Optimization exercise on an open flow, not production practice. RTL: at most simulated, not proved equivalent. Function not checked: runs 6 and 7. Clock network not from TritonCTS: every run shown here. The clock port is an ideal driver here. Power: default activity.

--- flow/design.v ---
`timescale 1ns / 1ps
module bcnn_pipeline (
    input  wire       clk,
    input  wire       reset,
    input  wire       pixel_in,
    input  wire       valid_in,
    input  wire [8:0] weight_bits1,
    input  wire [8:0] weight_bits2,
    input  wire [3:0] threshold1,
    input  wire [3:0] threshold2,
    output reg        pixel_out,
    output reg        valid_out
);
    reg [4:0] cp, rp;
    wire      last_col = &cp;
    always @(posedge clk) begin
        if (reset) begin
            cp <= 5'd4;
            rp <= 5'd5;
        end else if (valid_in) begin
            cp <= last_col ? 5'd4 : cp + 5'd1;
            if (last_col)
                rp <= (rp == 5'd0) ? 5'd5 : rp + 5'd1;
        end
    end
    wire f_lb1 = ~&cp[4:1];                           
    wire f_pl1 = ~cp[0] & (cp[4] | cp[3]);            
    wire f_c2  = cp[0] & (cp[4] | cp[3]);             
    wire f_ra  = ~rp[0] & (rp[4] | rp[3]);            
    wire f_rb  = rp[1] & ~rp[0] & (rp[4] | (rp[3] & rp[2]));  
    wire f_l2  = f_c2 & f_ra;
    function [2:0] therm;
        input [2:0] q;
        therm = {&q, (q[0] & q[1]) | (q[0] & q[2]) | (q[1] & q[2]), |q};
    endfunction
    function [9:0] le_therm;
        input [3:0] th;
        integer j;
        for (j = 0; j < 10; j = j + 1)
            le_therm[j] = (th <= j);
    endfunction
    function [6:0] w_of;
        input [1:0] s;
        input [9:0] lth;
        integer k;
        for (k = 0; k < 7; k = k + 1)
            w_of[k] = ((s == 2'd0) & lth[k])     | ((s == 2'd1) & lth[k + 1]) |
                      ((s == 2'd2) & lth[k + 2]) | ((s == 2'd3) & lth[k + 3]);
    endfunction
    function [3:0] v_of;
        input [6:0] w;
        input [2:0] g;
        integer m;
        for (m = 0; m < 4; m = m + 1)
            v_of[m] = w[m] | (g[0] & w[m + 1]) | (g[1] & w[m + 2]) | (g[2] & w[m + 3]);
    endfunction
    function act;
        input [3:0] v;
        input [2:0] g;
        act = v[0] | (g[0] & v[1]) | (g[1] & v[2]) | (g[2] & v[3]);
    endfunction
    function [1:0] count3;
        input [2:0] q;
        count3 = {(q[0] & q[1]) | (q[0] & q[2]) | (q[1] & q[2]), ^q};
    endfunction
    reg  [51:0] lb1;                  
    wire        x1 = pixel_in;        
    wire        m1 = lb1[25];         
    wire        t1 = lb1[51];         
    wire [2:0] q10 = {~(t1 ^ weight_bits1[8]), ~(m1 ^ weight_bits1[5]), ~(x1 ^ weight_bits1[2])};
    wire [2:0] q11 = {~(t1 ^ weight_bits1[7]), ~(m1 ^ weight_bits1[4]), ~(x1 ^ weight_bits1[1])};
    wire [2:0] q12 = {~(t1 ^ weight_bits1[6]), ~(m1 ^ weight_bits1[3]), ~(x1 ^ weight_bits1[0])};
    reg  [1:0] s1;
    reg  [3:0] v1;
    reg        a1_r;                  
    wire [3:0] v1_nx = v_of(w_of(s1, le_therm(threshold1)), therm(q11));
    wire       a1    = act(v1, therm(q12));
    always @(posedge clk) begin
        if (valid_in) begin
            if (f_lb1)
                lb1 <= {lb1[50:0], x1};
            s1   <= count3(q10);
            v1   <= v1_nx;
            a1_r <= a1;
        end
    end
    reg        left1;                 
    reg [11:0] pl1;                   
    reg        p1_r;                  
    wire       pair1    = left1 | a1_r;
    wire       pair1_ev = f_pl1;
    wire       p1_ev    = f_pl1 & f_ra;
    always @(posedge clk) begin
        if (valid_in) begin
            left1 <= a1_r;
            if (pair1_ev)
                pl1 <= {pl1[10:0], pair1};
            if (p1_ev)
                p1_r <= pair1 | pl1[11];
        end
    end
    wire       l2_ev = f_l2;
    reg [23:0] lb2;                   
    wire       x2 = p1_r;
    wire       m2 = lb2[11];
    wire       t2 = lb2[23];
    wire [2:0] q20 = {~(t2 ^ weight_bits2[8]), ~(m2 ^ weight_bits2[5]), ~(x2 ^ weight_bits2[2])};
    wire [2:0] q21 = {~(t2 ^ weight_bits2[7]), ~(m2 ^ weight_bits2[4]), ~(x2 ^ weight_bits2[1])};
    wire [2:0] q22 = {~(t2 ^ weight_bits2[6]), ~(m2 ^ weight_bits2[3]), ~(x2 ^ weight_bits2[0])};
    reg  [1:0] s2;
    reg  [3:0] v2;
    wire [3:0] v2_nx = v_of(w_of(s2, le_therm(threshold2)), therm(q21));
    wire       a2    = act(v2, therm(q22));
    reg        pr2;
    reg  [4:0] pl2;
    reg        d_pair, d_out;
    wire       pair2_ev = l2_ev & cp[1] & cp[0] & (cp[4] | (cp[3] & cp[2]));
    wire       out_ev   = pair2_ev & f_rb;
    always @(posedge clk) begin
        if (l2_ev && valid_in) begin
            lb2 <= {lb2[22:0], x2};
            s2  <= count3(q20);
            v2  <= v2_nx;
            pr2 <= a2 | (cp[1] & pr2);
        end
        d_pair <= valid_in & pair2_ev;
        if (d_pair)
            pl2 <= {pl2[3:0], pr2};
        pixel_out <= pr2 | pl2[4];
    end
    always @(posedge clk) begin
        if (reset) begin
            d_out     <= 1'b0;
            valid_out <= 1'b0;
        end else begin
            d_out     <= valid_in & out_ev;
            valid_out <= d_out;
        end
    end
endmodule
--- flow/flow/run.sh ---
#!/bin/bash
# Standard ORFS layout (the standard.sh) with three changes:
#  - ports are buffered with a small buffer cell (resizing may grow it);
#  - the clock tree is built by flow/manual_cts.tcl: the clock port drives one
#    root clkbuf, which drives a few clkbufs, each feeding a balanced group of
#    flip-flops (all sinks at the same depth);
#  - the floorplan step removes the buffers ABC inserted instead of running
#    timing repair on the unplaced netlist (REMOVE_ABC_BUFFERS=1).
# The whole output of the layout goes to standard_flow.log.
set -euo pipefail
W=$PWD
export BUFFER_PORTS_ARGS="-buffer_cell sky130_fd_sc_hd__buf_1"
export PRE_CTS_TCL=$W/flow/manual_cts.tcl
export MCTS_CLOCK_PORT=clk
export MCTS_ROOT=sky130_fd_sc_hd__clkbuf_4
export MCTS_BUF=sky130_fd_sc_hd__clkbuf_16
export MCTS_GROUPS=5
export REMOVE_ABC_BUFFERS=1
bash standard.sh > $W/standard_flow.log 2>&1
--- flow/flow/manual_cts.tcl ---
# Replaces clock_tree_synthesis for this small design: the clock port drives a
# few clkbuf cells directly, each feeding a balanced group of the flip-flops
# (groups from a median split of the sink locations).
proc mcts_split {items axis parts} {
  # items: list of {iterm x y}; returns list of groups
  if {$parts <= 1} { return [list $items] }
  set idx [expr {$axis == "x" ? 1 : 2}]
  set sorted [lsort -real -index $idx $items]
  set n [llength $sorted]
  set h [expr {$parts / 2}]
  set cut [expr {int(round(double($n) * $h / $parts))}]
  set a [lrange $sorted 0 [expr {$cut - 1}]]
  set b [lrange $sorted $cut end]
  set next [expr {$axis == "x" ? "y" : "x"}]
  return [concat [mcts_split $a $next $h] [mcts_split $b $next [expr {$parts - $h}]]]
}

proc clock_tree_synthesis {args} {
  set db [ord::get_db]
  set block [ord::get_db_block]
  set port [$block findBTerm $::env(MCTS_CLOCK_PORT)]
  set clk_net [$port getNet]
  set master [$db findMaster $::env(MCTS_BUF)]
  set parts $::env(MCTS_GROUPS)
  # optional root buffer between the port and the leaf buffers
  set drv_net $clk_net
  if {[info exists ::env(MCTS_ROOT)] && $::env(MCTS_ROOT) ne ""} {
    set rmaster [$db findMaster $::env(MCTS_ROOT)]
    set rinst [odb::dbInst_create $block $rmaster "clkbuf_root"]
    set core [$block getCoreArea]
    $rinst setLocation [expr {([$core xMin] + [$core xMax]) / 2}] [expr {([$core yMin] + [$core yMax]) / 2}]
    $rinst setPlacementStatus PLACED
    set drv_net [odb::dbNet_create $block "clknet_root"]
    $drv_net setSigType CLOCK
  }
  set items {}
  foreach it [$clk_net getITerms] {
    set inst [$it getInst]
    set box [$inst getBBox]
    lappend items [list $it [expr {([$box xMin] + [$box xMax]) / 2.0}] [expr {([$box yMin] + [$box yMax]) / 2.0}]]
  }
  puts "manual CTS: [llength $items] sinks in $parts groups of $::env(MCTS_BUF)"
  set k 0
  foreach group [mcts_split $items x $parts] {
    set sx 0.0; set sy 0.0
    foreach g $group { set sx [expr {$sx + [lindex $g 1]}]; set sy [expr {$sy + [lindex $g 2]}] }
    set cx [expr {int($sx / [llength $group])}]
    set cy [expr {int($sy / [llength $group])}]
    set inst [odb::dbInst_create $block $master "clkbuf_leaf_$k"]
    $inst setLocation $cx $cy
    $inst setPlacementStatus PLACED
    set net [odb::dbNet_create $block "clknet_leaf_$k"]
    $net setSigType CLOCK
    [$inst findITerm A] connect $drv_net
    [$inst findITerm X] connect $net
    foreach g $group {
      set it [lindex $g 0]
      $it disconnect
      $it connect $net
    }
    puts "  group $k: [llength $group] sinks, buffer at $cx $cy"
    incr k
  }
  if {$drv_net ne $clk_net} {
    [$rinst findITerm A] connect $clk_net
    [$rinst findITerm X] connect $drv_net
    # root buffer at the centroid of the leaf buffers
    set sx 0; set sy 0
    for {set i 0} {$i < $k} {incr i} {
      set b [[$block findInst "clkbuf_leaf_$i"] getLocation]
      set sx [expr {$sx + [lindex $b 0]}]; set sy [expr {$sy + [lindex $b 1]}]
    }
    $rinst setLocation [expr {$sx / $k}] [expr {$sy / $k}]
  }
  $clk_net setSigType CLOCK
  set_propagated_clock [all_clocks]
}
--- flow/standard.sh ---
#!/bin/bash
# synth_recipe.tcl (not shown) runs the flow's synth.tcl, then flattens the netlist and writes it again
# the make line also repeats each setting of config.mk as NAME=value (left out here)
make -C /OpenROAD-flow-scripts/flow DESIGN_CONFIG=/design/flow/config.mk WORK_HOME=/design/flow/orfs CLKGATE_MAP_FILE= SYNTH_SCRIPT=/design/flow/synth_recipe.tcl "${@:-finish}"
--- flow/config.mk ---
export PLATFORM = sky130hd
export DESIGN_NAME = bcnn_pipeline
export DESIGN_NICKNAME = bcnn_pipeline
export VERILOG_FILES = /design/flow/design.v
export SDC_FILE = /design/flow/constraint.sdc
export NUM_CORES = 4
export LEC_CHECK = 0
export CAP_MARGIN = 20
export CORE_MARGIN = 2
export CORE_UTILIZATION = 60
export SETUP_SLACK_MARGIN = 2.3
export SLEW_MARGIN = 20
--- flow/constraint.sdc ---
create_clock -name core_clock -period 4.0 [get_ports {clk}]
set_input_delay 0.8000 -clock core_clock [delete_from_list [all_inputs] [get_ports {clk}]]
set_output_delay 0.8000 -clock core_clock [all_outputs]
set_load 0.01 [all_outputs]
==> results of run 1 <==
[metal layers]
layer / part of all wire (%) / routed length, um
met4: 1.9 / 146
met3: 4.6 / 352
met2: 44 / 3371
met5: 0 / 0
met1: 49 / 3765
[logic make-up (layout without fill, tap and decap cells)]
family / after synthesis / in the layout
AOI/OAI and AO/OA: 65 / 65
xor gates and xnor gates: 26 / 26
adders and majority gates: 17 / 17
buffers and inverters: 23 / 72
DFF: 123 / 123
muxes: 3 / 3
and+or+nand+nor: 71 / 71
[final timing paths]
| path | start | to | slack, ps | depth (start not counted) |
|---|---|---|---|---|
| hold reg to reg | lb1[24] | lb1[25] | 420 | 0 |
| hold / removal | lb1[24] | lb1[25] | 420 | 0 |
| setup reg to reg | p1_r | v2[0] | 2190 | 4 |
| setup / recovery | p1_r | v2[0] | 2190 | 4 |
[state kept, by name, summed over array words and instances, names as in the netlist, 2 cells and up]
signal / count
cp: 5
lb1: 52
lb2: 24
pl1: 12
pl2: 5
rp: 5
s1: 2
s2: 2
v1: 4
v2: 4
[synth_stat cells, types with 6 or more instances]
| library cell | count | area [um2] |
|---|---|---|
| sky130_fd_sc_hd__a21oi_1 | 19 | 95.09 |
| sky130_fd_sc_hd__edfxtp_1 | 109 | 3273 |
| sky130_fd_sc_hd__maj3_1 | 7 | 70.07 |
| sky130_fd_sc_hd__o31ai_1 | 6 | 45.04 |
| sky130_fd_sc_hd__xnor2_1 | 10 | 87.58 |
| sky130_fd_sc_hd__dfxtp_1 | 14 | 280.3 |
| sky130_fd_sc_hd__nand2_1 | 15 | 56.30 |
| sky130_fd_sc_hd__o21ai_0 | 11 | 55.05 |
| sky130_fd_sc_hd__nor2_1 | 16 | 60.06 |
| sky130_fd_sc_hd__nand2b_1 | 7 | 43.79 |
| sky130_fd_sc_hd__nand3_1 | 6 | 30.03 |
| sky130_fd_sc_hd__inv_1 | 12 | 45.04 |
| sky130_fd_sc_hd__xor2_1 | 16 | 140.1 |
| sky130_fd_sc_hd__clkbuf_1 | 8 | 30.03 |
[power by group]
| group | switching [W] | internal [W] | total, W |
|---|---|---|---|
| combinational | 0.000102 | 0.0000793 | 0.000181 |
| sequential | 0.0000212 | 0.00144 | 0.00146 |
| clock | 0.000341 | 0.000234 | 0.000575 |
[per-stage QoR]
step                      hold WS, ps  util (%)
final                           417.6     71.94
after global placement          404.1     65.96
after detailed placement        404.5     65.96
after global routing            427.4     71.94
after floorplan                 400.3         -
after CTS                       418.4     70.05
[repair_timing]
| item | in CTS | in global routing |
|---|---|---|
| gates cloned | 0 | 2 |
| pin swaps | 15 | 8 |
| gates resized for setup | 27 | 17 |
| endpoints found under the hold margin | 0 | 0 |
| buffers inserted | 12 | 5 |
| setup endpoints to repair | 62 | 100 |
[final cells by class]
| type | instances | area [um2] |
|---|---|---|
| buffer | 6 | 132.6 |
| fill | 527 | 2191 |
| inverter | 12 | 45.04 |
| multi-input combinational | 182 | 1388 |
| sequential | 123 | 3555 |
| tap | 102 | 127.6 |
| timing repair buffer | 54 | 369.1 |
==> parameters.txt, run 1 <==
Parameter                              Value

Layout
  Final instance count without filler cells    approximately 480
  Top library cells by usage in the layout, fill and taps aside    sky130_fd_sc_hd__edfxtp_1 (109), sky130_fd_sc_hd__buf_1 (23), sky130_fd_sc_hd__a21oi_1 (19)
  Final std cell area, no fill    between 5000 and 6000 um2
  Count of inserted antenna diode cells    0
  Most common cell after layout, fill and taps aside    sky130_fd_sc_hd__edfxtp_1
  Fraction of layout instances using a drive strength above 1    between 10% and 20%
  Area growth from synthesis to layout    14.72%
  Final nets    between 400 and 500

Placement
  Post-Place Setup Slack    between 1500 and 2000 ps
  Area post-placement    slightly above 5000 um2
  # placed instances    roughly 450
  Number of input and output port buffers inserted    31
  HPWL after DPL    between 4 and 5 mm
  Final weighted congestion of routability-driven global placement    0.8472

Route
  Number of nets with antenna violations after routing    0
  WL final    approximately 7.6 mm
  Average wire per standard cell    about 16 um
  Initial DRC Count    ~220
  Routed vias    around 2.8k
  Via density per instance    around 5.8
  Iteration count of the initial detailed-routing pass    4
  Post-route DRC    0

Critical path
  Arrival @ worst endpoint    around 2000 ps
  Required @ worst endpoint    4190 ps
  CP max stage cell    sky130_fd_sc_hd__edfxtp_1
  Worst setup EP type    flip-flop
  Startpoint type of the worst setup path    flip-flop
  Top Family by Delay on Critical Path    flip-flops
  WS Path Type    reg2reg
  Delay of the slowest cell on the worst path    540 ps
  List of cells traversed by the critical path    xnor2_2 > maj3_2 > a221oi_2 > o311ai_1
  Crit Path Max Fanout    4
  Crit path buf inv count    0

Logic synthesis
  Distinct cell type count of the synthesized netlist    48
  Share of synthesized registers carrying an async set or reset    0%
  FF+latch count, synth    roughly 120
  Synthesized area    4896 um2
  Number of enable-type register cells in the synthesized netlist    about 110
  Number of warnings printed during yosys synthesis    1
  Adder-cell share of the synthesized area    4.217%
  Compound-Gate Fraction of Synth Area    between 8 and 9%
  Fraction of synthesized cell area in xor and xnor cells    4.651%
  Seq/Total Area, Yosys    between 70 and 80%
  Top FF cell, synth    sky130_fd_sc_hd__edfxtp_1
  Simple-gate area share of the yosys netlist    7.462%
  Mapped Avg Cell Area    around 15 um2
  Fraction of synthesized area in multiplexers    0.6133%
  Largest family of logic cells by synthesized area    compound AO/OA/AOI/OAI gates
  Post-synthesis instance total    roughly 330

Power and ir drop
  IR Drop Worst-Case VDD    approximately 0.37 mV
  Power density over cell area    between 300 and 400 nW/um2
  Leakage    approximately 1.9 nW
  Post-layout power    about 0.0022 W

Clocking
  Later-pin clock latency in the skew report    ~450 ps
  CTS clk-pin slew, worst paths    around 90 ps
  Quantity of hold-fixing buffers added after cts    0

Timing
  Min cycle time layout    approximately 1800 ps
  Crit path setup slack, layout    approximately 2200 ps
  Final worst-path cycle share    a little under half
  Final max-slew violation count    0
  Setup repair after global routing missed its margin    true
  Max-slew headroom at the worst pin    between 50% and 60%
  Peak clock frequency supported by timing    about 550 MHz
  Final clock skew    between 10 and 15 ps
  Number of setup violations in the final report    0
  Final-report hold violation count    0
  Final TNS setup    0 ps
  Slew at the pin closest to its max-slew limit    between 600 and 700 ps

Global routing
  Met1 Resource Use GR    ~27%
  Met2 GRT Util    around a quarter
  Initial antenna violation count    0
  Via count of the first global-routing pass    2497
  Busiest layer in global routing    met1
  Tot GR Track Use    between 10% and 20%
  Global-route wire length before repair    11.96 mm
  Largest net degree at the start of global routing    53
  Remaining global-route overflow    0
  Global-route met3 utilization    1.756%

Floorplanning
  Horizontal die dimension    about 94 um
  Height of the chip    94.33 um
  Number of standard-cell rows in the floorplan    32
  Placeable core region    between 7000 and 8000 um2
  Number of ports placed on the die boundary    32
  Effective utilization at floorplan    between 60% and 70%
  Die ar.    8898 um2

Flow run
  Count of maximum capacitance violations    0

Min path
  Worst hold path class    reg2reg

Status
  Outcome    finished clean
==> run 2, diff against run 1 <==
--- a/flow/config.mk
+++ b/flow/config.mk
@@ -7,6 +7,6 @@
 export LEC_CHECK = 0
 export CAP_MARGIN = 20
 export CORE_MARGIN = 2
-export CORE_UTILIZATION = 60
-export SETUP_SLACK_MARGIN = 2.3
+export CORE_UTILIZATION = 40
+export SETUP_SLACK_MARGIN = 2.25
 export SLEW_MARGIN = 20
==> run 2 against run 1 <==
Effect of this change: still clean on timing, DRC and antenna; synthesized area unchanged; flip-flop and latch count unchanged; core utilization decreased by 25 points; critical path type is now in2reg.
==> parameters.txt, run 2 <==
Parameter                              Value

Logic synthesis
  Top FF cell, synth    sky130_fd_sc_hd__edfxtp_1
  Mapped Avg Cell Area    approximately 15 um2
  Top post-synthesis cells by area    sky130_fd_sc_hd__edfxtp_1 (67%), sky130_fd_sc_hd__dfxtp_1 (5.7%), sky130_fd_sc_hd__xor2_1 (2.9%)
  Synth top cells by count    sky130_fd_sc_hd__edfxtp_1 (109), sky130_fd_sc_hd__a21oi_1 (19), sky130_fd_sc_hd__nor2_1 (16), sky130_fd_sc_hd__xor2_1 (16), sky130_fd_sc_hd__nand2_1 (15)
  Number of warnings printed during yosys synthesis    1
  Number of enable-type register cells in the synthesized netlist    ~110
  Post-synthesis instance total    between 300 and 400
  Share of synthesized registers carrying an async set or reset    0%
  FF+latch count, synth    around 120
  Top-count cell post-synth    sky130_fd_sc_hd__edfxtp_1
  Distinct cell type count of the synthesized netlist    48
  Synthesized area    about 5000 um2
  Post-synth top area cell    sky130_fd_sc_hd__edfxtp_1
  Seq/Total Area, Yosys    72.58%
  Share of the synthesized area in the top cell type    between 60% and 70%

Placement
  Final weighted congestion of routability-driven global placement    0.8787
  HPWL after DPL    4.580 mm
  Number of input and output port buffers inserted    31

Critical path
  Critical Path Sink    v2[0]
  WS Path Type    in2reg
  Arrival @ worst endpoint    2140 ps
  Delay of the slowest cell on the worst path    about 380 ps
  Reg2Reg Depth    4
  Crit Path Max Fanout    6
  Required @ worst endpoint    4260 ps
  Startpoint type of the worst setup path    input pin
  Beginning of the worst register-to-register path    p1_r
  Register-to-register setup slack    around 2100 ps
  Reg2reg end    v2[0]
  List of cells traversed by the critical path    buf_1 > nand2b_2 > maj3_1 > a21oi_1 > a221oi_2 > o311ai_2
  Crit. Startpoint    threshold2[0]
  Worst setup EP type    flip-flop
  CP max stage cell    sky130_fd_sc_hd__maj3_1

Power and ir drop
  Leakage    around 1.8 nW
  IR Drop Worst-Case VDD    0.2649 mV
  Power density over cell area    392.7 nW/um2

Floorplanning
  Number of standard-cell rows in the floorplan    40
  Number of ports placed on the die boundary    32
  Die ar.    ~13000 um2
  Height of the chip    between 100 and 150 um
  Horizontal die dimension    between 100 and 150 um
  Effective utilization at floorplan    between 40% and 50%
  Placeable core region    between 10000 and 15000 um2

Route
  Post-route DRC    0
  Iteration count of the initial detailed-routing pass    4
  Average wire per standard cell    between 10 and 15 um
  Number of nets with antenna violations after routing    0
  Via density per instance    about 5.3
  Routed vias    2735
  WL final    between 7 and 8 mm
  Initial DRC Count    170

Timing
  Max-slew headroom at the worst pin    59.80%
  Min cycle time layout    1874 ps
  Final max-slew violation count    0
  Final-report hold violation count    0
  Final clock skew    roughly 7.4 ps
  Peak clock frequency supported by timing    533.7 MHz
  Slew at the pin closest to its max-slew limit    around 600 ps
  Number of setup violations in the final report    0
  Final worst-path cycle share    around 47%
  Hold slack final    about 420 ps
  Setup repair after global routing missed its margin    true

Layout
  Final nets    408
  Fraction of layout instances using a drive strength above 1    15.72%
  Most common cell after layout, fill and taps aside    sky130_fd_sc_hd__edfxtp_1
  Register ranked first by flip-flop count    lb1
  Number of flip-flops in the largest register    between 50 and 60
  Largest registers in the final layout    lb1 x52, lb2 x24, pl1 x12
  Area growth from synthesis to layout    14.41%
  Fill cell instance count of the final layout    roughly 1.0k
  Final cell utilization of the core    a little under half
  Top library cells by usage in the layout, fill and taps aside    sky130_fd_sc_hd__edfxtp_1 (109), sky130_fd_sc_hd__buf_1 (24), sky130_fd_sc_hd__a21oi_1 (19)

Clocking
  Later-pin clock latency in the skew report    approximately 450 ps
  CTS clk-pin slew, worst paths    approximately 90 ps

Global routing
  Largest net degree at the start of global routing    53
  Global-route wire length before repair    approximately 12 mm
  Remaining global-route overflow    0
  Tot GR Track Use    11.34%
  Via count of the first global-routing pass    2576
  Initial antenna violation count    1

Min path
  Worst hold path class    reg2reg

Flow run
  Count of maximum capacitance violations    0

Status
  Outcome    finished clean
## run 2: per-stage QoR
| step | worst slack, ps | power, W | setup TNS (ps) | cells | cell area, um2 |
|---|---|---|---|---|---|
| after floorplan | -39.16 | 0.001577 | -2036 | 317 | 4852 |
| after global placement | 1526 | 0.001628 | 0 | 499 | 5206 |
| after detailed placement | 1420 | 0.001631 | 0 | 499 | 5206 |
| after CTS | 2173 | 0.002223 | 0 | 513 | 5504 |
| after global routing | 2075 | 0.002299 | 0 | 517 | 5602 |
| final | 2126 | 0.002200 | 0 | 517 | 5602 |
## run 2: report_power, final
group	internal [W]	switching, W
clock network	0.000234	0.000335
registers	0.00144	0.0000201
logic	0.0000720	0.000101
## run 2: per-layer routing
layer	track usage, %	part of all wire [%]
met1	17.09	49
met2	18.03	44
met3	1.429	5.6
met4	1.870	1.5
met5	0	0
## run 2: what timing repair did
item / in CTS / in global routing
buffers inserted: 8 / 2
gates resized for setup: 25 / 13
pin swaps: 8 / 11
hold buffers: 0 / 0
cloned: 0 / 1
setup endpoints to repair: 74 / 64
## run 2: area by class of cell
class	instances	area [um2]	area share, %
tap	147	183.9	3.283
buffer	6	132.6	2.368
sequential	123	3553	63.44
inverter	12	45.04	0.8041
antenna	1	2.502	0.04467
timing repair buffer	46	267.8	4.780
multi-input combinational	182	1416	25.28
## run 2: cells by family after synthesis
| kind of cell | count (synthesis) | share of synthesized area, % |
|---|---|---|
| compound gates | 65 | 8.663 |
| simple gates | 71 | 7.462 |
| flops | 123 | 72.58 |
| mux | 3 | 0.6134 |
| fa+ha+maj | 17 | 4.217 |
| xor+xnor | 26 | 4.651 |
| buf+inv | 23 | 1.814 |
## run 2: how the worst min path moves through the flow
stage,startpoint,endpoint,cells past startpoint
2_1_floorplan,lb1[9],lb1[10],0
3_3_place_gp,lb1[22],lb1[23],0
4_1_cts,lb1[38],lb1[39],0
3_5_place_dp,lb1[13],lb1[14],0
5_1_grt,lb1[7],lb1[8],0
6_report,lb1[38],lb1[39],0
## run 2: critical path: cells and delay by family
family,cells,cell delay (ps)
fa+ha+maj,1,380
compound gates,3,540
simple gates,1,270
buf+inv,1,140
==> run 3, diff against run 2 <==
--- a/flow/flow/manual_cts.tcl
+++ b/flow/flow/manual_cts.tcl
@@ -1,6 +1,9 @@
-# Replaces clock_tree_synthesis for this small design: the clock port drives a
-# few clkbuf cells directly, each feeding a balanced group of the flip-flops
-# (groups from a median split of the sink locations).
+# Sourced by ORFS's cts.tcl (PRE_CTS_TCL); replaces clock_tree_synthesis for
+# this small design. The clock port drives one root clkbuf (MCTS_ROOT), which
+# drives MCTS_GROUPS clkbufs (MCTS_BUF), each feeding a balanced group of the
+# flip-flops (groups from a median split of the sink locations), so every
+# flip-flop is two buffers from the clock port. The rest of cts.tcl (detailed
+# placement, timing repair) runs as usual.
 proc mcts_split {items axis parts} {
   # items: list of {iterm x y}; returns list of groups
   if {$parts <= 1} { return [list $items] }
--- a/flow/config.mk
+++ b/flow/config.mk
@@ -7,6 +7,6 @@
 export LEC_CHECK = 0
 export CAP_MARGIN = 20
 export CORE_MARGIN = 2
-export CORE_UTILIZATION = 40
-export SETUP_SLACK_MARGIN = 2.25
+export CORE_UTILIZATION = 55
+export SETUP_SLACK_MARGIN = 2.2
 export SLEW_MARGIN = 20
==> run 3 against run 2 <==
Effect of this change: clock skew grew 1.6 ps; combinational power shrank 3%; global-route usage grew 4.1 points; critical path depth shrank 1; clock power grew 0.9%.
==> parameters.txt, run 3 <==
Parameter                              Value

Layout
  Count of inserted antenna diode cells    0
  Number of flip-flops in the largest register    52
  Fill cell instance count of the final layout    652
  Final instance count without filler cells    478
  Area growth from synthesis to layout    12.16%
  Top library cells by usage in the layout, fill and taps aside    sky130_fd_sc_hd__edfxtp_1 (109), sky130_fd_sc_hd__buf_1 (28), sky130_fd_sc_hd__a21oi_1 (19)
  Largest registers in the final layout    lb1 x52, lb2 x24, pl1 x12
  Register ranked first by flip-flop count    lb1
  Final nets    409
  Most common cell after layout, fill and taps aside    sky130_fd_sc_hd__edfxtp_1
  Fraction of layout instances using a drive strength above 1    14.59%

Power and ir drop
  Internal power    0.001740 W
  Portion of total power attributed to sequential cells    about 66%
  Leakage    ~1.8 nW
  Proportion of total power due to net switching    approximately a fifth
  Switching power    0.0004591 W
  Share of power burned in the clock network    26.1%
  Combinational power share    7.6%
  IR Drop Worst-Case VDD    roughly 0.34 mV
  Power density over cell area    between 400 and 500 nW/um2
  Post-layout power    approximately 0.0022 W

Critical path
  Crit Path Max Fanout    4
  Required @ worst endpoint    4200 ps
  Startpoint type of the worst setup path    flip-flop
  Arrival @ worst endpoint    2040 ps
  Worst setup EP type    flip-flop
  WS Path Type    reg2reg

Flow run
  Count of maximum capacitance violations    0

Global routing
  Remaining global-route overflow    0
  Tot GR Track Use    15.41%
  Via count of the first global-routing pass    about 2.5k
  Global-route wire length before repair    about 12 mm
  Largest net degree at the start of global routing    53
  Initial antenna violation count    0

Clocking
  Quantity of hold-fixing buffers added after cts    0
  Later-pin clock latency in the skew report    between 400 and 500 ps
  CTS clk-pin slew, worst paths    about 90 ps

Timing
  Hold slack final    415.1 ps
  Slew at the pin closest to its max-slew limit    696.8 ps
  Final TNS setup    0 ps
  Max-slew headroom at the worst pin    between 50% and 60%
  Number of setup violations in the final report    0
  Crit path setup slack, layout    roughly 2200 ps
  Final clock skew    9.026 ps
  Peak clock frequency supported by timing    between 500 and 600 MHz
  Final-report hold violation count    0
  Final max-slew violation count    0
  Min cycle time layout    around 1800 ps
  Final worst-path cycle share    approximately 46%
  Setup repair after global routing missed its margin    true

Route
  Post-route DRC    0
  Average wire per standard cell    ~16 um
  Iteration count of the initial detailed-routing pass    4
  Via density per instance    between 5 and 6
  WL final    about 7.6 mm
  Initial DRC Count    roughly 170
  Number of nets with antenna violations after routing    0
  Routed vias    roughly 2.7k

Placement
  Number of input and output port buffers inserted    31
  # placed instances    460
  Post-Place Setup Slack    ~1600 ps
  HPWL after DPL    around 4.7 mm
  Final weighted congestion of routability-driven global placement    ~0.89

Floorplanning
  Number of ports placed on the die boundary    32
  Placeable core region    about 8700 um2
  Height of the chip    a little under 100 um
  Number of standard-cell rows in the floorplan    34
  Die ar.    roughly 9700 um2
  Effective utilization at floorplan    56.42%
  Horizontal die dimension    between 90 and 100 um

Logic synthesis
  Top-count cell post-synth    sky130_fd_sc_hd__edfxtp_1
  Number of enable-type register cells in the synthesized netlist    around 110
  Number of warnings printed during yosys synthesis    1
  Post-synthesis instance total    approximately 330
  Post-synth top area cell    sky130_fd_sc_hd__edfxtp_1
  Share of the synthesized area in the top cell type    between 60% and 70%
  Distinct cell type count of the synthesized netlist    between 40 and 50
  Synth top cells by count    sky130_fd_sc_hd__edfxtp_1 (109), sky130_fd_sc_hd__a21oi_1 (19), sky130_fd_sc_hd__nor2_1 (16), sky130_fd_sc_hd__xor2_1 (16), sky130_fd_sc_hd__nand2_1 (15)
  Mapped Avg Cell Area    14.93 um2
  Seq/Total Area, Yosys    between 70 and 80%
  Share of synthesized registers carrying an async set or reset    0%
  Synthesized area    about 4900 um2
  Top post-synthesis cells by area    sky130_fd_sc_hd__edfxtp_1 (67%), sky130_fd_sc_hd__dfxtp_1 (5.7%), sky130_fd_sc_hd__xor2_1 (2.9%)
  Top FF cell, synth    sky130_fd_sc_hd__edfxtp_1
  FF+latch count, synth    between 100 and 150

Min path
  Worst hold path class    reg2reg

Status
  Outcome    finished clean
[run 3: kinds of logic (layout without fill, tap and decap cells)]
family / Yosys count / count (layout) / synth area share [%]
buf+inv: 23 / 65 / 1.814
fa+ha+maj: 17 / 17 / 4.217
simple gates: 71 / 71 / 7.462
flops: 123 / 123 / 72.58
xor+xnor: 26 / 26 / 4.651
mux: 3 / 3 / 0.6134
compound gates: 65 / 65 / 8.663
[run 3: what timing repair did]
action	in CTS	in global routing
resized for setup	11	18
pin swaps	6	10
endpoints found under the hold margin	0	0
setup buffers	9	3
setup endpoints to repair	59	63
[run 3: routing by layer]
layer  vias to the layer above  routed length [um]  GRT usage (%)
met5                         -                   0              0
met4                         0                 139          2.740
met3                        10                 339          1.360
met2                        64                3478          24.28
met1                      1299                3632          24.21
li1                       1318                   -              -
[run 3: power by group through the flow]
stage	Sequential [W]	Clock (W)	Combinational, W
after floorplan	0.00148	0	0.0000965
after global placement	0.00149	0	0.000143
after detailed placement	0.00149	0	0.000145
after CTS	0.00146	0.000602	0.000153
after global routing	0.00146	0.000636	0.000189
final	0.00146	0.000574	0.000168
[run 3: worst paths after layout]
kind / startpoint / endpoint / slack [ps] / cells past startpoint
setup / recovery: p1_r / v2[3] / 2160 / 5
hold / removal: lb1[21] / lb1[22] / 420 / 0
setup reg to reg: p1_r / v2[3] / 2160 / 5
hold reg to reg: lb1[21] / lb1[22] / 420 / 0
[run 3: per-stage QoR]
stage | instance area (um2) | util, %
6_report | 5492 | 63.28
5_1_grt | 5492 | 63.28
4_1_cts | 5411 | 62.36
3_5_place_dp | 5157 | 59.43
3_3_place_gp | 5157 | 59.43
2_1_floorplan | 4852 | -
[run 3: critical path: stages, from the launching register on]
cell and delay [ps]:
sky130_fd_sc_hd__edfxtp_1 550, sky130_fd_sc_hd__xnor2_2 240, sky130_fd_sc_hd__maj3_2 390, sky130_fd_sc_hd__o21ai_2 120, sky130_fd_sc_hd__a21oi_1 70, sky130_fd_sc_hd__nand4b_1 200
[run 3: final cells by class]
type,count,area (um2),share of cell area (%)
tap,108,135.1,2.461
timing repair buffer,47,247.7,4.511
inverter,12,45.04,0.8202
buffer,6,132.6,2.415
multi-input combinational,182,1378,25.09
sequential,123,3553,64.71
==> run 4, diff against run 3 <==
--- a/flow/config.mk
+++ b/flow/config.mk
@@ -7,6 +7,6 @@
 export LEC_CHECK = 0
 export CAP_MARGIN = 20
 export CORE_MARGIN = 2
-export CORE_UTILIZATION = 55
+export CORE_UTILIZATION = 60
 export SETUP_SLACK_MARGIN = 2.2
 export SLEW_MARGIN = 20
==> run 4 against run 3 <==
Effect of this change: first-iteration DRC count grew 8.6%; core utilization grew 6.9 points; sequential power about the same.
==> parameters.txt, run 4 <==
Parameter                              Value

Logic synthesis
  Post-synthesis instance total    around 330
  Share of synthesized registers carrying an async set or reset    0%
  Share of the synthesized area in the top cell type    66.85%
  Distinct cell type count of the synthesized netlist    48
  Largest family of logic cells by synthesized area    compound AO/OA/AOI/OAI gates
  Adder-cell share of the synthesized area    4.217%
  Mapped Avg Cell Area    around 15 um2
  Number of warnings printed during yosys synthesis    1
  Post-synth top area cell    sky130_fd_sc_hd__edfxtp_1
  FF+latch count, synth    between 100 and 150
  Synthesized area    between 4000 and 5000 um2
  Number of enable-type register cells in the synthesized netlist    between 100 and 150
  Top post-synthesis cells by area    sky130_fd_sc_hd__edfxtp_1 (67%), sky130_fd_sc_hd__dfxtp_1 (5.7%), sky130_fd_sc_hd__xor2_1 (2.9%)
  Synth top cells by count    sky130_fd_sc_hd__edfxtp_1 (109), sky130_fd_sc_hd__a21oi_1 (19), sky130_fd_sc_hd__nor2_1 (16), sky130_fd_sc_hd__xor2_1 (16), sky130_fd_sc_hd__nand2_1 (15)
  Fraction of synthesized cell area in xor and xnor cells    4.651%
  Top FF cell, synth    sky130_fd_sc_hd__edfxtp_1
  Simple-gate area share of the yosys netlist    7.462%
  Fraction of synthesized area in multiplexers    0.6133%
  Top-count cell post-synth    sky130_fd_sc_hd__edfxtp_1
  Seq/Total Area, Yosys    between 70% and 80%
  Compound-Gate Fraction of Synth Area    under 10%

Critical path
  CP max stage cell    sky130_fd_sc_hd__edfxtp_1
  Startpoint type of the worst setup path    flip-flop
  Arrival @ worst endpoint    ~2000 ps
  Required @ worst endpoint    between 4000 and 5000 ps
  Crit Path Max Fanout    4
  Worst setup EP type    flip-flop
  Delay of the slowest cell on the worst path    between 500 and 600 ps
  WS Path Type    reg2reg
  List of cells traversed by the critical path    xnor2_2 > maj3_2 > a221oi_2 > o311ai_1

Layout
  Count of inserted antenna diode cells    0
  Most common cell after layout, fill and taps aside    sky130_fd_sc_hd__edfxtp_1
  Fraction of layout instances using a drive strength above 1    14.13%
  Top library cells by usage in the layout, fill and taps aside    sky130_fd_sc_hd__edfxtp_1 (109), sky130_fd_sc_hd__buf_1 (26), sky130_fd_sc_hd__a21oi_1 (19)
  Fill cell instance count of the final layout    about 540
  Number of flip-flops in the largest register    52
  Largest registers in the final layout    lb1 x52, lb2 x24, pl1 x12
  Final nets    407
  Register ranked first by flip-flop count    lb1
  Area growth from synthesis to layout    11.86%

Floorplanning
  Number of standard-cell rows in the floorplan    32
  Height of the chip    94.33 um
  Number of ports placed on the die boundary    32
  Horizontal die dimension    94.33 um
  Placeable core region    between 7000 and 8000 um2
  Die ar.    a little under 9000 um2
  Effective utilization at floorplan    62.71%

Timing
  Final-report hold violation count    0
  Final clock skew    between 10 and 15 ps
  Min cycle time layout    between 1500 and 2000 ps
  Final TNS setup    0 ps
  Final worst-path cycle share    44.97%
  Peak clock frequency supported by timing    roughly 560 MHz
  Number of setup violations in the final report    0
  Setup repair after global routing missed its margin    true
  Slew at the pin closest to its max-slew limit    632.1 ps
  Max-slew headroom at the worst pin    57.86%
  Crit path setup slack, layout    2201 ps
  Final max-slew violation count    0

Global routing
  Remaining global-route overflow    0
  Largest net degree at the start of global routing    53
  Via count of the first global-routing pass    roughly 2.5k
  Initial antenna violation count    0
  Global-route wire length before repair    ~12 mm
  Tot GR Track Use    roughly 17%

Status
  Outcome    finished clean

Power and ir drop
  IR Drop Worst-Case VDD    roughly 0.37 mV
  Power density over cell area    about 400 nW/um2
  Post-layout power    between 0.002 and 0.0025 W
  Leakage    between 1.5 and 2 nW

Clocking
  Later-pin clock latency in the skew report    around 450 ps
  Quantity of hold-fixing buffers added after cts    0
  CTS clk-pin slew, worst paths    about 90 ps

Route
  Average wire per standard cell    about 16 um
  Initial DRC Count    roughly 190
  Via density per instance    approximately 5.7
  Post-route DRC    0
  Number of nets with antenna violations after routing    0
  Routed vias    2697
  Iteration count of the initial detailed-routing pass    4
  WL final    roughly 7.4 mm

Flow run
  Count of maximum capacitance violations    0

Min path
  Worst hold path class    reg2reg

Placement
  Final weighted congestion of routability-driven global placement    0.8472
  Post-Place Setup Slack    roughly 1600 ps
  Number of input and output port buffers inserted    31
  HPWL after DPL    about 4.6 mm
run 4: changes by cell type in the layout (fill, tap and decap cells not counted), sizes merged:
| cell | change |
|---|---|
| buf | -3 |
| clkbuf | +1 |
run 4: final cells by class:
cell class              instances  area (um2)  area share [%]
repair buffers                 45       247.7           4.524
well taps                     102       127.6           2.330
inverters                      12       45.04          0.8225
plain buffers                   6       132.6           2.422
flip-flops and latches        123        3553           64.88
multi-input cells             182        1370           25.02
run 4: per-layer routing:
| metal | up-vias | wire (um) | GRT usage, % |
|---|---|---|---|
| met3 | 13 | 317 | 1.756 |
| met2 | 63 | 3272 | 25.71 |
| li1 | 1312 | - | - |
| met5 | - | 0 | 0 |
| met1 | 1309 | 3688 | 26.64 |
| met4 | 0 | 113 | 2.415 |
run 4: cell families (layout without fill, tap and decap cells):
| group | after synthesis | after routing |
|---|---|---|
| buf+inv | 23 | 63 |
| fa+ha+maj | 17 | 17 |
| xor+xnor | 26 | 26 |
| simple gates | 71 | 71 |
| flops | 123 | 123 |
| compound gates | 65 | 65 |
| mux | 3 | 3 |
run 4: worst max-delay path: cells and delay by family, from the launching register on:
family,cells,cell delay (ps)
xor gates and xnor gates,1,220
AOI/OAI and AO/OA,2,420
DFF,1,530
adders and majority gates,1,370
run 4: where the power goes:
part	leakage (nW)	switching, W	internal (W)
clock	0.0662	0.000337	0.000234
sequential	1.14	0.0000204	0.00144
combinational	0.616	0.0000957	0.0000667
total	1.82	0.000453	0.00174
run 4: path summary, 6_finish.rpt:
path,slack [ps],to,from,cells past startpoint
worst max-delay path,2200,v2[0],p1_r,4
worst max register to register,2200,v2[0],p1_r,4
worst min-delay path,420,lb1[25],lb1[24],0
worst min register to register,420,lb1[25],lb1[24],0
run 4: timing repair:
action / 4_1_cts / 5_1_grt
endpoints found under the setup margin: 59 / 63
gates resized for setup: 12 / 18
pin swaps: 2 / 10
setup buffers: 8 / 2
run 4: stage by stage:
| step | area (um2) | instances | hold WS [ps] | util (%) |
|---|---|---|---|---|
| after detailed placement | 5150 | 454 | 404.5 | 65.96 |
| after floorplan | 4852 | 317 | 400.3 | - |
| after global routing | 5477 | 470 | 427.7 | 70.14 |
| final | 5477 | 470 | 416.3 | 70.14 |
| after CTS | 5391 | 468 | 418.4 | 69.05 |
| after global placement | 5150 | 454 | 404.1 | 65.96 |
==> run 5, diff against run 4 <==
--- a/flow/config.mk
+++ b/flow/config.mk
@@ -6,6 +6,8 @@
 export NUM_CORES = 4
 export LEC_CHECK = 0
 export CAP_MARGIN = 20
+export CELL_PAD_IN_SITES_DETAIL_PLACEMENT = 0
+export CELL_PAD_IN_SITES_GLOBAL_PLACEMENT = 0
 export CORE_MARGIN = 2
 export CORE_UTILIZATION = 60
 export SETUP_SLACK_MARGIN = 2.2
==> run 5 against run 4 <==
Effect of this change: still clean; hold slack unchanged; synthesized area is the same; synthesized cell count unchanged; via count did not move; combinational power about the same; first-iteration DRC count did not move; routed wire length is the same; maximum frequency unchanged; critical endpoint unchanged; largest cell class unchanged; largest power group unchanged.
==> parameters.txt, run 5 <==
Parameter                              Value

Critical path
  Arrival @ worst endpoint    around 2000 ps
  Top Family by Delay on Critical Path    flip-flops
  Beginning of the worst register-to-register path    p1_r
  Startpoint type of the worst setup path    flip-flop
  Crit Path Max Fanout    4
  WS Path Type    reg2reg
  Worst setup EP type    flip-flop
  CP max stage cell    sky130_fd_sc_hd__edfxtp_1
  Register-to-register setup slack    2200 ps
  Crit path buf inv count    0
  Crit. Startpoint    p1_r
  List of cells traversed by the critical path    xnor2_2 > maj3_2 > a221oi_2 > o311ai_1
  Delay of the slowest cell on the worst path    between 500 and 600 ps
  Required @ worst endpoint    between 4000 and 5000 ps

Route
  Via density per instance    ~5.7
  WL final    between 7 and 8 mm
  Average wire per standard cell    approximately 16 um
  Routed vias    2697
  Number of nets with antenna violations after routing    0
  Initial DRC Count    around 190
  Iteration count of the initial detailed-routing pass    4
  Post-route DRC    0

Timing
  Slew at the pin closest to its max-slew limit    between 600 and 700 ps
  Hold slack final    416.3 ps
  Final clock skew    between 10 and 15 ps
  Crit path setup slack, layout    approximately 2200 ps
  Number of setup violations in the final report    0
  Setup repair after global routing missed its margin    true
  Final-report hold violation count    0
  Final max-slew violation count    0
  Final worst-path cycle share    between 40% and 50%
  Peak clock frequency supported by timing    around 560 MHz
  Max-slew headroom at the worst pin    ~58%
  Final TNS setup    0 ps
  Min cycle time layout    1799 ps

Layout
  Final nets    roughly 410
  Area occupied by multi-input gates    between 1000 and 1500 um2
  Fraction of layout instances using a drive strength above 1    around 14%
  Area growth from synthesis to layout    11.86%
  Largest registers in the final layout    lb1 x52, lb2 x24, pl1 x12
  Register ranked first by flip-flop count    lb1
  Most common cell after layout, fill and taps aside    sky130_fd_sc_hd__edfxtp_1
  Top library cells by usage in the layout, fill and taps aside    sky130_fd_sc_hd__edfxtp_1 (109), sky130_fd_sc_hd__buf_1 (26), sky130_fd_sc_hd__a21oi_1 (19)
  Fill cell instance count of the final layout    541
  Number of flip-flops in the largest register    52
  Seq. cell area    roughly 3600 um2
  Count of inserted antenna diode cells    0

Logic synthesis
  Share of synthesized registers carrying an async set or reset    0%
  Share of the synthesized area in the top cell type    between 60 and 70%
  Mapped Avg Cell Area    14.93 um2
  Post-synthesis instance total    about 330
  Top-count cell post-synth    sky130_fd_sc_hd__edfxtp_1
  Seq/Total Area, Yosys    72.58%
  Synthesized area    about 4900 um2
  Top post-synthesis cells by area    sky130_fd_sc_hd__edfxtp_1 (67%), sky130_fd_sc_hd__dfxtp_1 (5.7%), sky130_fd_sc_hd__xor2_1 (2.9%)
  Number of enable-type register cells in the synthesized netlist    between 100 and 150
  Distinct cell type count of the synthesized netlist    48
  Number of warnings printed during yosys synthesis    1
  FF+latch count, synth    about 120
  Post-synth top area cell    sky130_fd_sc_hd__edfxtp_1
  Top FF cell, synth    sky130_fd_sc_hd__edfxtp_1
  Synth top cells by count    sky130_fd_sc_hd__edfxtp_1 (109), sky130_fd_sc_hd__a21oi_1 (19), sky130_fd_sc_hd__nor2_1 (16), sky130_fd_sc_hd__xor2_1 (16), sky130_fd_sc_hd__nand2_1 (15)

Floorplanning
  Horizontal die dimension    between 90 and 100 um
  Effective utilization at floorplan    about 63%
  Die ar.    about 8900 um2
  Height of the chip    ~94 um
  Placeable core region    7807 um2
  Number of standard-cell rows in the floorplan    32
  Number of ports placed on the die boundary    32

Power and ir drop
  Internal power    ~0.0017 W
  Combinational power share    between 7 and 8%
  Share of power burned in the clock network    26.1%
  Post-layout power    0.002192 W
  Switching power    approximately 0.00045 W
  Portion of total power attributed to sequential cells    between 60 and 70%
  IR Drop Worst-Case VDD    between 0.3 and 0.4 mV
  Proportion of total power due to net switching    approximately a fifth
  Power density over cell area    400.2 nW/um2
  Leakage    about 1.8 nW

Status
  Outcome    finished clean

Global routing
  Initial antenna violation count    0
  Global-route wire length before repair    about 12 mm
  Largest net degree at the start of global routing    53
  Tot GR Track Use    16.62%
  Via count of the first global-routing pass    2484
  Remaining global-route overflow    0

Min path
  Worst hold path class    reg2reg
  Start point of the worst hold path    lb1[24]

Placement
  HPWL after DPL    ~4.6 mm
  Number of input and output port buffers inserted    31
  Post-Place Setup Slack    roughly 1600 ps
  Final weighted congestion of routability-driven global placement    approximately 0.85

Clocking
  CTS clk-pin slew, worst paths    around 90 ps
  Later-pin clock latency in the skew report    450 ps

Flow run
  Count of maximum capacitance violations    0
[run 5: cell counts after synthesis]
No cell type changed its count.
[run 5: routing by layer]
layer,vias to the layer above,track usage (%),part of all wire [%]
met1,1309,26.64,50
met3,13,1.756,4.3
met5,-,0,0
met4,0,2.415,1.5
met2,63,25.71,44
li1,1312,-,-
[run 5: repair_timing]
item,in CTS,in global routing
resized for setup,12,18
pin swaps,2,10
setup endpoints to repair,59,63
hold buffers,0,0
buffers inserted,8,2
[run 5: logic make-up after synthesis]
group / count (synthesis) / share of synthesized area, %
flip-flops: 123 / 72.58
AND/OR/NAND/NOR: 71 / 7.462
AO/OA/AOI/OAI: 65 / 8.663
XOR/XNOR: 26 / 4.651
buffers and inverters: 23 / 1.814
adder cells (fa/ha/maj): 17 / 4.217
multiplexers: 3 / 0.6134
[run 5: path summary, 6_finish.rpt]
path                            endpoint  cells after the start
worst max-delay path               v2[0]                      4
worst min-delay path             lb1[25]                      0
worst max register to register     v2[0]                      4
worst min register to register   lb1[25]                      0
[run 5: cell type report]
| cell class | count | share of cell area (%) |
|---|---|---|
| Tap cell | 102 | 2.330 |
| Inverter | 12 | 0.8225 |
| Buffer | 6 | 2.422 |
| Sequential cell | 123 | 64.88 |
| Multi-Input combinational cell | 182 | 25.02 |
| Timing Repair Buffer | 45 | 4.524 |
[run 5: through the flow]
stage | cells | cell area (um2) | util [%]
4_1_cts | 468 | 5391 | 69.05
2_1_floorplan | 317 | 4852 | -
3_5_place_dp | 454 | 5150 | 65.96
5_1_grt | 470 | 5477 | 70.14
6_report | 470 | 5477 | 70.14
3_3_place_gp | 454 | 5150 | 65.96
[run 5: power by group through the flow]
stage / combinational (W) / clock [W] / sequential (W)
after global placement: 0.000141 / 0 / 0.00149
final: 0.000162 / 0.000571 / 0.00146
after CTS: 0.000155 / 0.000592 / 0.00146
after floorplan: 0.0000965 / 0 / 0.00148
after detailed placement: 0.000145 / 0 / 0.00149
after global routing: 0.000182 / 0.000634 / 0.00146
==> run 6, diff against run 5 <==
--- a/flow/design.v
+++ b/flow/design.v
@@ -11,23 +11,28 @@
     output reg        pixel_out,
     output reg        valid_out
 );
-    reg [4:0] cp, rp;
+    reg [4:0] cp, row;
+    reg       f_ra, f_rb;
     wire      last_col = &cp;
+    wire [4:0] row_nx  = (row == 5'd27) ? 5'd0 : row + 5'd1;
     always @(posedge clk) begin
         if (reset) begin
-            cp <= 5'd4;
-            rp <= 5'd5;
+            cp   <= 5'd4;
+            row  <= 5'd0;
+            f_ra <= 1'b0;
+            f_rb <= 1'b0;
         end else if (valid_in) begin
             cp <= last_col ? 5'd4 : cp + 5'd1;
-            if (last_col)
-                rp <= (rp == 5'd0) ? 5'd5 : rp + 5'd1;
+            if (last_col) begin
+                row  <= row_nx;
+                f_ra <= row_nx[0] && row_nx >= 5'd3 && row_nx <= 5'd25;
+                f_rb <= row_nx[1:0] == 2'b01 && row_nx >= 5'd9 && row_nx <= 5'd25;
+            end
         end
     end
-    wire f_lb1 = ~&cp[4:1];                           
-    wire f_pl1 = ~cp[0] & (cp[4] | cp[3]);            
-    wire f_c2  = cp[0] & (cp[4] | cp[3]);             
-    wire f_ra  = ~rp[0] & (rp[4] | rp[3]);            
-    wire f_rb  = rp[1] & ~rp[0] & (rp[4] | (rp[3] & rp[2]));  
+    wire f_lb1 = ~&cp[4:1];                   
+    wire f_pl1 = ~cp[0] & (cp[4] | cp[3]);    
+    wire f_c2  = cp[0] & (cp[4] | cp[3]);     
     wire f_l2  = f_c2 & f_ra;
     function [2:0] therm;
         input [2:0] q;
@@ -111,9 +116,9 @@
     reg  [3:0] v2;
     wire [3:0] v2_nx = v_of(w_of(s2, le_therm(threshold2)), therm(q21));
     wire       a2    = act(v2, therm(q22));
-    reg        pr2;
+    reg        left2;
     reg  [4:0] pl2;
-    reg        d_pair, d_out;
+    wire       pair2    = left2 | a2;
     wire       pair2_ev = l2_ev & cp[1] & cp[0] & (cp[4] | (cp[3] & cp[2]));
     wire       out_ev   = pair2_ev & f_rb;
     always @(posedge clk) begin
@@ -121,20 +126,17 @@
             lb2 <= {lb2[22:0], x2};
             s2  <= count3(q20);
             v2  <= v2_nx;
-            pr2 <= a2 | (cp[1] & pr2);
         end
-        d_pair <= valid_in & pair2_ev;
-        if (d_pair)
-            pl2 <= {pl2[3:0], pr2};
-        pixel_out <= pr2 | pl2[4];
+        if (l2_ev && valid_in)
+            left2 <= a2;
+        if (pair2_ev && valid_in)
+            pl2 <= {pl2[3:0], pair2};
+        pixel_out <= pair2 | pl2[4];
     end
     always @(posedge clk) begin
-        if (reset) begin
-            d_out     <= 1'b0;
+        if (reset)
             valid_out <= 1'b0;
-        end else begin
-            d_out     <= valid_in & out_ev;
-            valid_out <= d_out;
-        end
+        else
+            valid_out <= valid_in && out_ev;
     end
 endmodule
==> flow/flow/run.sh (replaced) <==
#!/bin/bash
# Standard ORFS layout (the standard.sh) with two changes:
#  - ports are buffered with a small buffer cell (resizing may grow it);
#  - the clock tree is built by flow/manual_cts.tcl: the clock port drives one
#    root clkbuf, which drives a few clkbufs, each feeding a balanced group of
#    flip-flops (all sinks at the same depth).
set -euo pipefail
W=$PWD
export BUFFER_PORTS_ARGS="-buffer_cell sky130_fd_sc_hd__buf_1"
export PRE_CTS_TCL=$W/flow/manual_cts.tcl
export MCTS_CLOCK_PORT=clk
export MCTS_ROOT=sky130_fd_sc_hd__clkbuf_8
export MCTS_BUF=sky130_fd_sc_hd__clkbuf_16
export MCTS_GROUPS=6
bash standard.sh > $W/standard_flow.log 2>&1
--- a/flow/flow/manual_cts.tcl
+++ b/flow/flow/manual_cts.tcl
@@ -1,9 +1,6 @@
-# Sourced by ORFS's cts.tcl (PRE_CTS_TCL); replaces clock_tree_synthesis for
-# this small design. The clock port drives one root clkbuf (MCTS_ROOT), which
-# drives MCTS_GROUPS clkbufs (MCTS_BUF), each feeding a balanced group of the
-# flip-flops (groups from a median split of the sink locations), so every
-# flip-flop is two buffers from the clock port. The rest of cts.tcl (detailed
-# placement, timing repair) runs as usual.
+# Replaces clock_tree_synthesis for this small design: the clock port drives a
+# few clkbuf cells directly, each feeding a balanced group of the flip-flops
+# (groups from a median split of the sink locations).
 proc mcts_split {items axis parts} {
   # items: list of {iterm x y}; returns list of groups
   if {$parts <= 1} { return [list $items] }
--- a/flow/config.mk
+++ b/flow/config.mk
@@ -6,8 +6,6 @@
 export NUM_CORES = 4
 export LEC_CHECK = 0
 export CAP_MARGIN = 20
-export CELL_PAD_IN_SITES_DETAIL_PLACEMENT = 0
-export CELL_PAD_IN_SITES_GLOBAL_PLACEMENT = 0
 export CORE_MARGIN = 2
 export CORE_UTILIZATION = 60
 export SETUP_SLACK_MARGIN = 2.2
==> run 6 against run 5 <==
Effect of this change: clock power increased by 9.8%; core utilization increased by 0.98 points; total power increased by 2.3%; register-to-register slack improved by 20 ps; setup slack about the same; critical path depth increased by 1; critical path type is now in2reg; maximum frequency about the same; die area increased by 2.9%; first-iteration DRC count decreased by 46%; cell count increased by 5.7%; sequential share of layout area decreased by 3.6 points; synthesized area increased by 3.1%.
==> parameters.txt, run 6 <==
Parameter                              Value

Status
  Outcome    finished clean

Timing
  Final max-slew violation count    0
  Final clock skew    between 7 and 8 ps
  Final TNS setup    0 ps
  Setup repair after global routing missed its margin    true
  Final worst-path cycle share    between 40% and 50%
  Slew at the pin closest to its max-slew limit    slightly below 600 ps
  Max-slew headroom at the worst pin    between 60% and 70%
  Min cycle time layout    1799 ps
  Hold slack final    around 420 ps
  Final-report hold violation count    0
  Number of setup violations in the final report    0
  Peak clock frequency supported by timing    approximately 560 MHz

Logic synthesis
  Distinct cell type count of the synthesized netlist    50
  Share of the synthesized area in the top cell type    between 60 and 70%
  Number of enable-type register cells in the synthesized netlist    109
  Post-synthesis instance total    between 300 and 400
  Share of synthesized registers carrying an async set or reset    0%
  Mapped Avg Cell Area    14.38 um2
  Number of warnings printed during yosys synthesis    1
  FF+latch count, synth    ~120
  Synthesized area    5046 um2
  Top FF cell, synth    sky130_fd_sc_hd__edfxtp_1
  Post-synth top area cell    sky130_fd_sc_hd__edfxtp_1
  Seq/Total Area, Yosys    a little over two thirds
  Top post-synthesis cells by area    sky130_fd_sc_hd__edfxtp_1 (65%), sky130_fd_sc_hd__dfxtp_1 (5.6%), sky130_fd_sc_hd__a21oi_1 (2.5%)
  Top-count cell post-synth    sky130_fd_sc_hd__edfxtp_1
  Synth top cells by count    sky130_fd_sc_hd__edfxtp_1 (109), sky130_fd_sc_hd__a21oi_1 (25), sky130_fd_sc_hd__nand2_1 (16)

Placement
  Area post-placement    ~5400 um2
  Final weighted congestion of routability-driven global placement    roughly 0.8
  Number of input and output port buffers inserted    31
  HPWL after DPL    4.757 mm
  # placed instances    ~470

Critical path
  Required @ worst endpoint    ~4200 ps
  Arrival @ worst endpoint    just under 2000 ps
  CP most frequent cell    sky130_fd_sc_hd__maj3_2
  List of cells traversed by the critical path    clkbuf_2 > xor2_2 > maj3_2 > maj3_2 > o311ai_4
  CP max stage cell    sky130_fd_sc_hd__maj3_2
  WS Path Type    in2reg
  Worst setup EP type    flip-flop
  Startpoint type of the worst setup path    input pin
  Delay of the slowest cell on the worst path    approximately 340 ps
  Crit Path Max Fanout    3

Global routing
  Via count of the first global-routing pass    between 2k and 2.5k
  Remaining global-route overflow    0
  Global-route wire length before repair    11.76 mm
  Tot GR Track Use    16.03%
  Largest net degree at the start of global routing    53
  Initial antenna violation count    0

Clocking
  Later-pin clock latency in the skew report    370 ps
  Quantity of hold-fixing buffers added after cts    0
  CTS clk-pin slew, worst paths    80 ps

Floorplanning
  Height of the chip    approximately 96 um
  Horizontal die dimension    95.71 um
  Number of standard-cell rows in the floorplan    33
  Number of ports placed on the die boundary    32
  Die ar.    about 9200 um2
  Effective utilization at floorplan    61.72%
  Placeable core region    between 8000 and 9000 um2

Power and ir drop
  Combinational power share    7.3%
  Share of power burned in the clock network    between 20 and 30%
  Leakage    between 1.5 and 2 nW
  Power density over cell area    between 300 and 400 nW/um2
  Switching power    roughly 0.00045 W
  Internal power    ~0.0018 W
  Proportion of total power due to net switching    about a fifth
  IR Drop Worst-Case VDD    approximately 0.35 mV
  Portion of total power attributed to sequential cells    64.8%

Route
  Initial DRC Count    ~100
  Via density per instance    roughly 5.7
  Number of nets with antenna violations after routing    0
  Routed vias    between 2k and 3k
  Post-route DRC    0
  Average wire per standard cell    around 16 um
  Iteration count of the initial detailed-routing pass    4
  WL final    slightly below 8 mm

Layout
  Count of inserted antenna diode cells    0
  Final instance count without filler cells    497
  Number of flip-flops in the largest register    52
  Final nets    431
  Fill cell instance count of the final layout    between 500 and 600
  Final std cell area, no fill    5814 um2
  Register ranked first by flip-flop count    lb1
  Most common cell after layout, fill and taps aside    sky130_fd_sc_hd__edfxtp_1
  Largest registers in the final layout    lb1 x52, lb2 x24, pl1 x12
  Fraction of layout instances using a drive strength above 1    21.43%
  Top library cells by usage in the layout, fill and taps aside    sky130_fd_sc_hd__edfxtp_1 (109), sky130_fd_sc_hd__a21oi_1 (20), sky130_fd_sc_hd__buf_1 (18)
  Final cell utilization of the core    a little under three quarters
  Area growth from synthesis to layout    15.22%

Min path
  Worst hold path class    reg2reg

Flow run
  Count of maximum capacitance violations    0
==> run 6: per-stage QoR <==
stage          power (W)  setup WS (ps)
2_1_floorplan   0.001582           1976
3_3_place_gp    0.001619           1576
3_5_place_dp    0.001622           1522
4_1_cts         0.002252           2186
5_1_grt         0.002322           2157
6_report        0.002242           2201
==> run 6: final cells by class <==
| type | instances | area (um2) | area share, % |
|---|---|---|---|
| well taps | 105 | 131.4 | 2.260 |
| multi-input cells | 204 | 1650 | 28.38 |
| inverters | 11 | 41.29 | 0.7101 |
| repair buffers | 47 | 266.5 | 4.584 |
| plain buffers | 7 | 163.9 | 2.819 |
| flip-flops and latches | 123 | 3561 | 61.24 |
==> run 6: power by group through the flow <==
stage          clock network (W)  logic, W  registers [W]
3_5_place_dp                   0  0.000141        0.00148
2_1_floorplan                  0  0.000107        0.00147
5_1_grt                 0.000686  0.000179        0.00146
4_1_cts                 0.000649  0.000151        0.00145
6_report                0.000627  0.000163        0.00145
3_3_place_gp                   0  0.000138        0.00148
==> run 6: worst paths after layout <==
path	from	to	slack (ps)	cells past startpoint
max	weight_bits1[7]	v1[0]	2200	5
min	lb1[15]	lb1[16]	420	0
max reg2reg	p1_r	v2[0]	2220	5
min reg2reg	lb1[15]	lb1[16]	420	0
==> run 6: layer usage <==
layer | track usage (%) | share of wire (%) | up-vias
met5 | 0 | 0 | -
met3 | 1.331 | 2.6 | 12
li1 | - | - | 1399
met4 | 2.381 | 1.4 | 0
met1 | 26.30 | 50 | 1396
met2 | 24.30 | 46 | 29
==> run 6: worst max-delay path, delay by kind of cell <==
family	cells	cell delay [ps]
adder cells (fa/ha/maj)	2	670
AO/OA/AOI/OAI	1	230
XOR/XNOR	1	190
buffers and inverters	1	100
==> run 6: repair_timing <==
item	CTS	global route
setup buffers	10	5
gates resized for setup	18	25
cloned	0	1
endpoints found under the setup margin	95	64
pin swaps	4	10
==> run 6: cell families (layout without fill, tap and decap cells) <==
family	Yosys count	in the layout	share of synthesized area, %
multiplexers	2	2	0.3967
AO/OA/AOI/OAI	76	76	9.670
flip-flops	123	123	70.42
XOR/XNOR	20	20	3.471
adder cells (fa/ha/maj)	16	16	3.819
buffers and inverters	25	65	1.934
AND/OR/NAND/NOR	89	90	10.29
==> run 7, diff against run 6 <==
--- a/flow/config.mk
+++ b/flow/config.mk
@@ -7,6 +7,6 @@
 export LEC_CHECK = 0
 export CAP_MARGIN = 20
 export CORE_MARGIN = 2
-export CORE_UTILIZATION = 60
+export CORE_UTILIZATION = 40
 export SETUP_SLACK_MARGIN = 2.2
 export SLEW_MARGIN = 20
==> run 7 against run 6 <==
Effect of this change: still clean on timing, DRC and antenna; register-to-register slack got worse by 30 ps; sequential share of layout area is 0.26 points lower; setup slack got worse by 13 ps.
==> parameters.txt, run 7 <==
Parameter                              Value

Logic synthesis
  Distinct cell type count of the synthesized netlist    50
  Share of the synthesized area in the top cell type    64.86%
  Fraction of synthesized area in multiplexers    less than 1%
  Synth top cells by count    sky130_fd_sc_hd__edfxtp_1 (109), sky130_fd_sc_hd__a21oi_1 (25), sky130_fd_sc_hd__nand2_1 (16)
  Number of enable-type register cells in the synthesized netlist    roughly 110
  Fraction of synthesized cell area in xor and xnor cells    3.471%
  Seq/Total Area, Yosys    roughly 70%
  Simple-gate area share of the yosys netlist    10.29%
  FF+latch count, synth    ~120
  Mapped Avg Cell Area    roughly 14 um2
  Top post-synthesis cells by area    sky130_fd_sc_hd__edfxtp_1 (65%), sky130_fd_sc_hd__dfxtp_1 (5.6%), sky130_fd_sc_hd__a21oi_1 (2.5%)
  Synthesized area    5046 um2
  Share of synthesized registers carrying an async set or reset    0%
  Largest family of logic cells by synthesized area    simple AND/OR/NAND/NOR gates
  Post-synth top area cell    sky130_fd_sc_hd__edfxtp_1
  Compound-Gate Fraction of Synth Area    9.670%
  Top-count cell post-synth    sky130_fd_sc_hd__edfxtp_1
  Adder-cell share of the synthesized area    roughly 3.8%
  Post-synthesis instance total    approximately 350
  Number of warnings printed during yosys synthesis    1
  Top FF cell, synth    sky130_fd_sc_hd__edfxtp_1

Layout
  Count of inserted antenna diode cells    0
  Fraction of layout instances using a drive strength above 1    about a fifth
  Area growth from synthesis to layout    15.60%
  Register ranked first by flip-flop count    lb1
  Top library cells by usage in the layout, fill and taps aside    sky130_fd_sc_hd__edfxtp_1 (109), sky130_fd_sc_hd__a21oi_1 (20), sky130_fd_sc_hd__buf_1 (20)
  Final std cell area, no fill    5833 um2
  Final cell utilization of the core    about 47%
  Fill cell instance count of the final layout    between 1k and 1.5k
  Number of flip-flops in the largest register    52
  Most common cell after layout, fill and taps aside    sky130_fd_sc_hd__edfxtp_1
  Largest registers in the final layout    lb1 x52, lb2 x24, pl1 x12
  Final nets    428

Status
  Outcome    finished clean

Min path
  Worst hold path class    reg2reg

Timing
  Setup repair after global routing missed its margin    true
  Hold slack final    418.8 ps
  Final-report hold violation count    0
  Peak clock frequency supported by timing    551.8 MHz
  Min cycle time layout    1812 ps
  Final TNS setup    0 ps
  Number of setup violations in the final report    0
  Final worst-path cycle share    45.30%
  Slew at the pin closest to its max-slew limit    642.5 ps
  Max-slew headroom at the worst pin    a little under three fifths
  Final max-slew violation count    0
  Final clock skew    roughly 8.0 ps

Power and ir drop
  Power density over cell area    386.1 nW/um2
  IR Drop Worst-Case VDD    between 0.2 and 0.25 mV
  Leakage    1.914 nW
  Post-layout power    0.002252 W

Critical path
  Arrival @ worst endpoint    approximately 2000 ps
  WS Path Type    reg2reg
  Crit Path Max Fanout    3
  Startpoint type of the worst setup path    flip-flop
  Required @ worst endpoint    between 4000 and 5000 ps
  Worst setup EP type    flip-flop

Route
  Average wire per standard cell    roughly 14 um
  Post-route DRC    0
  Via density per instance    approximately 5
  Routed vias    2824
  Initial DRC Count    197
  Number of nets with antenna violations after routing    0
  Iteration count of the initial detailed-routing pass    4
  WL final    7.919 mm

Floorplanning
  Horizontal die dimension    around 120 um
  Height of the chip    about 120 um
  Die ar.    ~14000 um2
  Placeable core region    around 12000 um2
  Effective utilization at floorplan    40.48%
  Number of ports placed on the die boundary    32
  Number of standard-cell rows in the floorplan    41

Clocking
  Quantity of hold-fixing buffers added after cts    0
  Later-pin clock latency in the skew report    slightly below 400 ps
  CTS clk-pin slew, worst paths    ~80 ps

Placement
  Final weighted congestion of routability-driven global placement    about 0.88
  HPWL after DPL    about 4.9 mm
  Area post-placement    about 5500 um2
  Number of input and output port buffers inserted    31

Global routing
  Met1 Resource Use GR    between 10% and 20%
  Via count of the first global-routing pass    approximately 2.6k
  Busiest layer in global routing    met2
  Initial antenna violation count    0
  Global-route wire length before repair    between 10 and 15 mm
  Largest net degree at the start of global routing    53
  Remaining global-route overflow    0
  Met2 GRT Util    between 15 and 20%
  Global-route met3 utilization    about 1.3%
  Tot GR Track Use    a little under an eighth

Flow run
  Count of maximum capacitance violations    0
==> run 7: cell counts after synthesis <==
Identical to the previous run, type by type.
==> run 7: metrics by stage <==
stage / instances / setup slack, ps
4_1_cts: 558 / 2186
5_1_grt: 561 / 2122
3_3_place_gp: 541 / 1704
2_1_floorplan: 351 / 1976
3_5_place_dp: 541 / 1673
6_report: 561 / 2188
==> run 7: final cells by class <==
type | instances | area, um2 | share of cell area [%]
Timing Repair Buffer | 45 | 254.0 | 4.354
Multi-Input combinational cell | 203 | 1602 | 27.46
Buffer | 7 | 163.9 | 2.810
Sequential cell | 123 | 3557 | 60.98
Inverter | 11 | 41.29 | 0.7079
Tap cell | 172 | 215.2 | 3.689
==> run 7: power by group <==
part | internal, W | switching (W)
Sequential | 0.00143 | 0.0000180
Combinational | 0.0000653 | 0.0000860
Clock | 0.000290 | 0.000358
==> run 7: layer usage <==
layer,routed length [um],vias up,part of all wire [%]
li1,-,1388,-
met1,3880,1366,49
met2,3534,60,45
met3,330,10,4.2
met4,175,0,2.2
met5,0,-,0
==> run 7: what timing repair did <==
action,4_1_cts,5_1_grt
gates resized for setup,18,15
buffers inserted,10,3
setup endpoints to repair,11,10
pin swaps,6,7
gates cloned,0,0
endpoints found under the hold margin,0,0
==> run 7: worst paths after layout <==
kind	endpoint	slack (ps)	start	cells after the start
worst max register to register	v2[0]	2190	lb2[11]	5
worst min register to register	lb2[18]	420	lb2[17]	0
worst max-delay path	v2[0]	2190	lb2[11]	5
worst min-delay path	lb2[18]	420	lb2[17]	0
==> run 7: kinds of logic after synthesis <==
family / Yosys count
multiplexers: 2
adder cells (fa/ha/maj): 16
XOR/XNOR: 20
AND/OR/NAND/NOR: 89
AO/OA/AOI/OAI: 76
flip-flops: 123
buffers and inverters: 25
==> run 7: critical path, cell delays in order (launching register included) <==
cell,delay (ps)
sky130_fd_sc_hd__edfxtp_1,430
sky130_fd_sc_hd__buf_6,160
sky130_fd_sc_hd__xor2_4,180
sky130_fd_sc_hd__maj3_2,340
sky130_fd_sc_hd__maj3_2,310
sky130_fd_sc_hd__o311ai_2,220
